Source: an optimization exercise on an open RTL-to-GDS flow (aim: small area). Production flows keep margins and buffers that such runs may drop. Power and IR drop assume default switching activity. No driver is modelled on the clock port, so clocking that relies on it looks cheaper here than on a real chip.

==> flow/design.v <==
module router_fifo (input clock, resetn, soft_reset, write_enb, read_enb, tlfd,
                    input [7:0] data_in,
                    output full, empty,
                    output reg [7:0] data_out);
reg [8:0] mem [0:15];
reg [4:0] wp, rp;
function [4:0] step(input [4:0] p);
  step = p[4] ? 5'b00000 :
         p[3:0] == 4'b1000 ? 5'b10000 :
         {1'b0, p[2:0], p[3] ^ p[2] ^ (p[2:0] == 3'b000)};
endfunction
reg zero;
reg [5:0] cnt;
reg [8:0] rd;
integer i;
always @(*) begin
  rd = 9'd0;
  for (i = 0; i < 16; i = i + 1)
    rd = rd | (mem[i] & {9{rp[3:0] == i}});
end
always @(posedge clock)
  if (write_enb && !wp[4])
    mem[wp[3:0]] <= {tlfd, data_in};
always @(posedge clock)
  if (!resetn || soft_reset)
    wp <= 5'd0;
  else if (write_enb && !full)
    wp <= step(wp);
always @(posedge clock)
  if (!resetn || soft_reset) begin
    rp <= 5'd0;
    data_out <= 8'd0;
  end else if (zero && data_out != 8'd0)
    data_out <= 8'd0;
  else if (read_enb && !empty) begin
    rp <= step(rp);
    if (!rp[4])
      data_out <= rd[7:0];
  end
always @(posedge clock)
  if (!resetn || soft_reset)
    zero <= 1'b1;
  else if (read_enb && !empty) begin
    if (rd[8])
      zero <= 1'b0;
    else if (cnt == 6'd0)
      zero <= 1'b1;
  end
always @(posedge clock)
  if (read_enb && !empty) begin
    if (rd[8])
      cnt <= rd[7:2];
    else
      cnt <= cnt - 6'd1;
  end
assign full  = wp[4] && rp == 5'd0;    
assign empty = (rp == wp);
endmodule
module router_fsm (input clock, resetn, pkt_valid, parity_done,
                   input [1:0] data_in,
                   input soft_reset_0, soft_reset_1, soft_reset_2, fifo_full, low_pkt_valid,
                   input fifo_empty_0, fifo_empty_1, fifo_empty_2,
                   output busy, detect_add, ld_state, laf_state, full_state,
                   output write_enb_reg, rst_int_reg, lfd_state);
localparam DECODE_ADDRESS     = 3'b000,
           LOAD_FIRST_DATA    = 3'b001,
           LOAD_DATA          = 3'b010,
           FIFO_FULL_STATE    = 3'b011,
           LOAD_AFTER_FULL    = 3'b100,
           LOAD_PARITY        = 3'b101,
           CHECK_PARITY_ERROR = 3'b110,
           WAIT_TILL_EMPTY    = 3'b111;
reg [2:0] ste, nste;
reg [1:0] addr;    
always @(posedge clock)
  addr <= data_in;
always @(posedge clock)
  if (!resetn || soft_reset_0 || soft_reset_1 || soft_reset_2)
    ste <= DECODE_ADDRESS;
  else
    ste <= nste;
wire dest_empty = (data_in == 2'd0 && fifo_empty_0) || (data_in == 2'd1 && fifo_empty_1) ||
                  (data_in == 2'd2 && fifo_empty_2);
wire addr_empty = (addr == 2'd0 && fifo_empty_0) || (addr == 2'd1 && fifo_empty_1) ||
                  (addr == 2'd2 && fifo_empty_2);
always @(*)
  case (ste)
    DECODE_ADDRESS:     nste = !pkt_valid || data_in == 2'd3 ? DECODE_ADDRESS :
                               dest_empty ? LOAD_FIRST_DATA : WAIT_TILL_EMPTY;
    LOAD_FIRST_DATA:    nste = LOAD_DATA;
    LOAD_DATA:          nste = fifo_full ? FIFO_FULL_STATE : !pkt_valid ? LOAD_PARITY : LOAD_DATA;
    FIFO_FULL_STATE:    nste = fifo_full ? FIFO_FULL_STATE : LOAD_AFTER_FULL;
    LOAD_AFTER_FULL:    nste = parity_done ? DECODE_ADDRESS : low_pkt_valid ? LOAD_PARITY : LOAD_DATA;
    LOAD_PARITY:        nste = CHECK_PARITY_ERROR;
    CHECK_PARITY_ERROR: nste = fifo_full ? FIFO_FULL_STATE : DECODE_ADDRESS;
    default:            nste = addr_empty ? LOAD_FIRST_DATA : WAIT_TILL_EMPTY;
  endcase
assign detect_add    = (ste == DECODE_ADDRESS);
assign ld_state      = (ste == LOAD_DATA);
assign laf_state     = (ste == LOAD_AFTER_FULL);
assign full_state    = (ste == FIFO_FULL_STATE);
assign write_enb_reg = (ste == LOAD_DATA || ste == LOAD_PARITY || ste == LOAD_AFTER_FULL);
assign rst_int_reg   = (ste == CHECK_PARITY_ERROR);
assign lfd_state     = (ste == LOAD_FIRST_DATA);
assign busy          = !(ste == DECODE_ADDRESS || ste == LOAD_DATA);
endmodule
module router_reg (input clock, resetn, pkt_valid,
                   input [7:0] data_in,
                   input fifo_full, rst_int_reg, detect_add, ld_state, laf_state, full_state, lfd_state,
                   output parity_done,
                   output reg low_pkt_valid, err,
                   output reg [7:0] dout);
reg [7:0] ffb, intp;
reg perr;
always @(posedge clock)
  if (detect_add || (ld_state && !fifo_full))
    dout <= data_in;
  else if (laf_state)
    dout <= ffb;
always @(posedge clock)
  if (detect_add)
    intp <= data_in;
  else if (pkt_valid && ld_state)
    intp <= intp ^ data_in;
always @(posedge clock)
  if (ld_state)
    perr <= (intp != data_in);
always @(posedge clock)
  if (!resetn)
    ffb <= 8'd0;
  else if (fifo_full && ld_state)
    ffb <= data_in;
assign parity_done = 1'b0;
always @(posedge clock)
  if (!resetn || rst_int_reg)
    low_pkt_valid <= 1'b0;
  else if (ld_state && !pkt_valid)
    low_pkt_valid <= 1'b1;
always @(posedge clock)
  if (!resetn)
    err <= 1'b0;
  else if (rst_int_reg && perr)
    err <= 1'b1;
endmodule
module router_sync (input detect_add,
                    input [1:0] data_in,
                    input write_enb_reg, clock, resetn, read_enb_0, read_enb_1, read_enb_2,
                    input empty_0, empty_1, empty_2, full_0, full_1, full_2,
                    output [2:0] write_enb,
                    output fifo_full,
                    output reg soft_reset_0, soft_reset_1, soft_reset_2,
                    output vld_out_0, vld_out_1, vld_out_2);
reg [1:0] add;    
reg [4:0] count_0, count_1, count_2;
localparam [4:0] C1 = 5'b00001, C30 = 5'b01000;
function [4:0] lfsr(input [4:0] c);
  lfsr = {c[3:0], c[4] ^ c[2]};
endfunction
always @(posedge clock)
  if (detect_add)
    add <= data_in;
assign write_enb = write_enb_reg ? {add[1], add[0], add == 2'd0} : 3'b000;
assign fifo_full = add[1] ? full_2 : add[0] ? full_1 : full_0;
assign vld_out_0 = ~empty_0;
assign vld_out_1 = ~empty_1;
assign vld_out_2 = ~empty_2;
always @(posedge clock) begin
  count_0 <= (!vld_out_0 || read_enb_0 || count_0 == C30) ? C1 : lfsr(count_0);
  count_1 <= (!vld_out_1 || read_enb_1 || count_1 == C30) ? C1 : lfsr(count_1);
  count_2 <= (!vld_out_2 || read_enb_2 || count_2 == C30) ? C1 : lfsr(count_2);
  soft_reset_0 <= resetn && vld_out_0 && !read_enb_0 && count_0 == C30;
  soft_reset_1 <= resetn && vld_out_1 && !read_enb_1 && count_1 == C30;
  soft_reset_2 <= resetn && vld_out_2 && !read_enb_2 && count_2 == C30;
end
endmodule
module router_top2 (input clock, resetn, read_enb_0, read_enb_1, read_enb_2,
                    input [7:0] data_in,
                    input pkt_valid,
                    output [7:0] data_out_0, data_out_1, data_out_2,
                    output valid_out_0, valid_out_1, valid_out_2, error, busy);
wire [2:0] write_enb1;
wire [7:0] dt;
wire emt0, emt1, emt2, full_0, full_1, full_2, fifo_full;
wire soft_reset_0, soft_reset_1, soft_reset_2;
wire parity_done, low_pkt_valid, detect_add, ld_state, laf_state, full_state;
wire write_enb_reg, rst_int_reg, lfd_state;
reg tlfd;
always @(posedge clock)
  tlfd <= lfd_state;
router_fsm rfsm (clock, resetn, pkt_valid, parity_done, data_in[1:0], soft_reset_0, soft_reset_1,
                 soft_reset_2, fifo_full, low_pkt_valid, emt0, emt1, emt2, busy, detect_add,
                 ld_state, laf_state, full_state, write_enb_reg, rst_int_reg, lfd_state);
router_sync rsync (detect_add, data_in[1:0], write_enb_reg, clock, resetn, read_enb_0, read_enb_1,
                   read_enb_2, emt0, emt1, emt2, full_0, full_1, full_2, write_enb1, fifo_full,
                   soft_reset_0, soft_reset_1, soft_reset_2, valid_out_0, valid_out_1, valid_out_2);
router_reg rr (clock, resetn, pkt_valid, data_in, fifo_full, rst_int_reg, detect_add, ld_state,
               laf_state, full_state, lfd_state, parity_done, low_pkt_valid, error, dt);
router_fifo rf1 (clock, resetn, soft_reset_0, write_enb1[0], read_enb_0, tlfd, dt, full_0, emt0, data_out_0);
router_fifo rf2 (clock, resetn, soft_reset_1, write_enb1[1], read_enb_1, tlfd, dt, full_1, emt1, data_out_1);
router_fifo rf3 (clock, resetn, soft_reset_2, write_enb1[2], read_enb_2, tlfd, dt, full_2, emt2, data_out_2);
endmodule
clock: 5.0 ns
lec_check: 0
cap_margin: 0
core_margin: 2
core_utilization: 70
place_density: 0.8
slew_margin: 0
standard.sh (not shown) runs the stock make flow with config.mk's settings and CLKGATE_MAP_FILE= SYNTH_SCRIPT=/design/flow/synth_recipe.tcl, a recipe that flattens the netlist after the stock synthesis.
==> flow/flow/run.sh <==
#!/bin/bash
# The standard ORFS flow (the standard.sh), with:
#  - synthesis: the standard flow's script, but ABC maps for area (flow/area.abc), and
#    adders are left to ABC instead of ORFS's half/full-adder cells
#  - CTS without dummy loads, sink clusters of up to 30 on clkbuf_16,
#    clkbuf_8 above them
#  - port buffers (one per input and output, as standard) of the smallest
#    buffer cell
# Each tool's output goes to the ORFS logs under orfs/logs; make's output to
# standard.log.
set -euo pipefail
HERE=$PWD
export AREA_ABC_DIR=$HERE/flow
cat $HERE/flow/area_hook.tcl $HERE/synth_recipe.tcl > $HERE/area_synth.tcl
CTS="-sink_clustering_enable -repair_clock_nets -dont_use_dummy_load -sink_clustering_size 30 -sink_clustering_max_diameter 100 -buf_list {sky130_fd_sc_hd__clkbuf_8 sky130_fd_sc_hd__clkbuf_16} -sink_clustering_buffer sky130_fd_sc_hd__clkbuf_16 -root_buf sky130_fd_sc_hd__clkbuf_8 -tree_buf sky130_fd_sc_hd__clkbuf_8"
bash standard.sh SYNTH_SCRIPT=$HERE/area_synth.tcl ADDER_MAP_FILE= "CTS_ARGS=$CTS" "BUFFER_PORTS_ARGS=-buffer_cell sky130_fd_sc_hd__buf_1" finish > standard.log 2>&1
==> flow/flow/area.abc <==
&get -n
&st
&dch
&nf -p -C 32 -F 10 -R 1000
&put
mfs2 -a
strash
&get -n
&dch
&nf -p -C 32 -F 10 -R 1000
&put
==> flow/flow/area_hook.tcl <==
# Sourced before the standard flow's synthesis script: ABC maps the logic for area with
# area.abc (beside this file) instead of ORFS's speed script. Everything else
# in the synthesis is the standard flow's. Registers are mapped before ABC runs, and ABC
# does not touch them.
set ::area_abc_script [file join $::env(AREA_ABC_DIR) area.abc]
proc abc {args} {
  set i [lsearch -exact $args -script]
  if {$i >= 0} { lset args [expr {$i + 1}] $::area_abc_script }
  puts "area hook: abc $args"
  yosys abc {*}$args
}
==> next run, changes <==
--- a/flow/design.v
+++ b/flow/design.v
@@ -106,10 +106,9 @@
 endmodule
 module router_reg (input clock, resetn, pkt_valid,
                    input [7:0] data_in,
                    input fifo_full, rst_int_reg, detect_add, ld_state, laf_state, full_state, lfd_state,
-                   output parity_done,
-                   output reg low_pkt_valid, err,
+                   output reg parity_done, low_pkt_valid, err,
                    output reg [7:0] dout);
 reg [7:0] ffb, intp;
 reg perr;
 always @(posedge clock)
@@ -129,9 +128,10 @@
   if (!resetn)
     ffb <= 8'd0;
   else if (fifo_full && ld_state)
     ffb <= data_in;
-assign parity_done = 1'b0;
+always @(posedge clock)
+  parity_done <= !detect_add && laf_state && low_pkt_valid && !parity_done;
 always @(posedge clock)
   if (!resetn || rst_int_reg)
     low_pkt_valid <= 1'b0;
   else if (ld_state && !pkt_valid)
@@ -158,10 +158,10 @@
 endfunction
 always @(posedge clock)
   if (detect_add)
     add <= data_in;
-assign write_enb = write_enb_reg ? {add[1], add[0], add == 2'd0} : 3'b000;
-assign fifo_full = add[1] ? full_2 : add[0] ? full_1 : full_0;
+assign write_enb = write_enb_reg ? {add == 2'd2, add == 2'd1, add == 2'd0} : 3'b000;
+assign fifo_full = (add == 2'd0 && full_0) || (add == 2'd1 && full_1) || (add == 2'd2 && full_2);
 assign vld_out_0 = ~empty_0;
 assign vld_out_1 = ~empty_1;
 assign vld_out_2 = ~empty_2;
 always @(posedge clock) begin
What happened: Total power went down by 4.6%; via count went up by 1.1%; final area hardly moves; flip-flop and latch count went up by 1; final cell count went down by 0.65%; area after synthesis stays flat; global-route usage went up by 0.72 points.
No functional check of the RTL was part of any run of this note.

afterwards: timing with drivers on the ports:
Ports are ideal in the flow. The routed layouts listed here were re-timed in OpenROAD.
Step 1: set_driving_cell puts a clkbuf_16 on clock and a buf_2 on each other input, an assumption about the parent block.
Step 2 moves the port delays by t, midway between the first and last clock arrival at a register: inputs arrive t later, outputs are due t later. That takes back most of the time a late clock gives input paths.
Three values: no drivers, after step 1, after step 2; two values: the first two.
run | shift t [ns] | setup slack, ns | hold slack, ns | worst setup path at the end | clock arrival spread, ns
the first run | 0.683 | 1.168 / 1.121 / 1.374 | 0.465 / 0.465 / 0.465 | register to register | 0.037 / 0.038
the second run | 0.690 | 1.010 / 1.010 / 1.010 | 0.455 / 0.455 / 0.455 | register to register | 0.038 / 0.039
After both steps setup and hold are still met in every run listed.
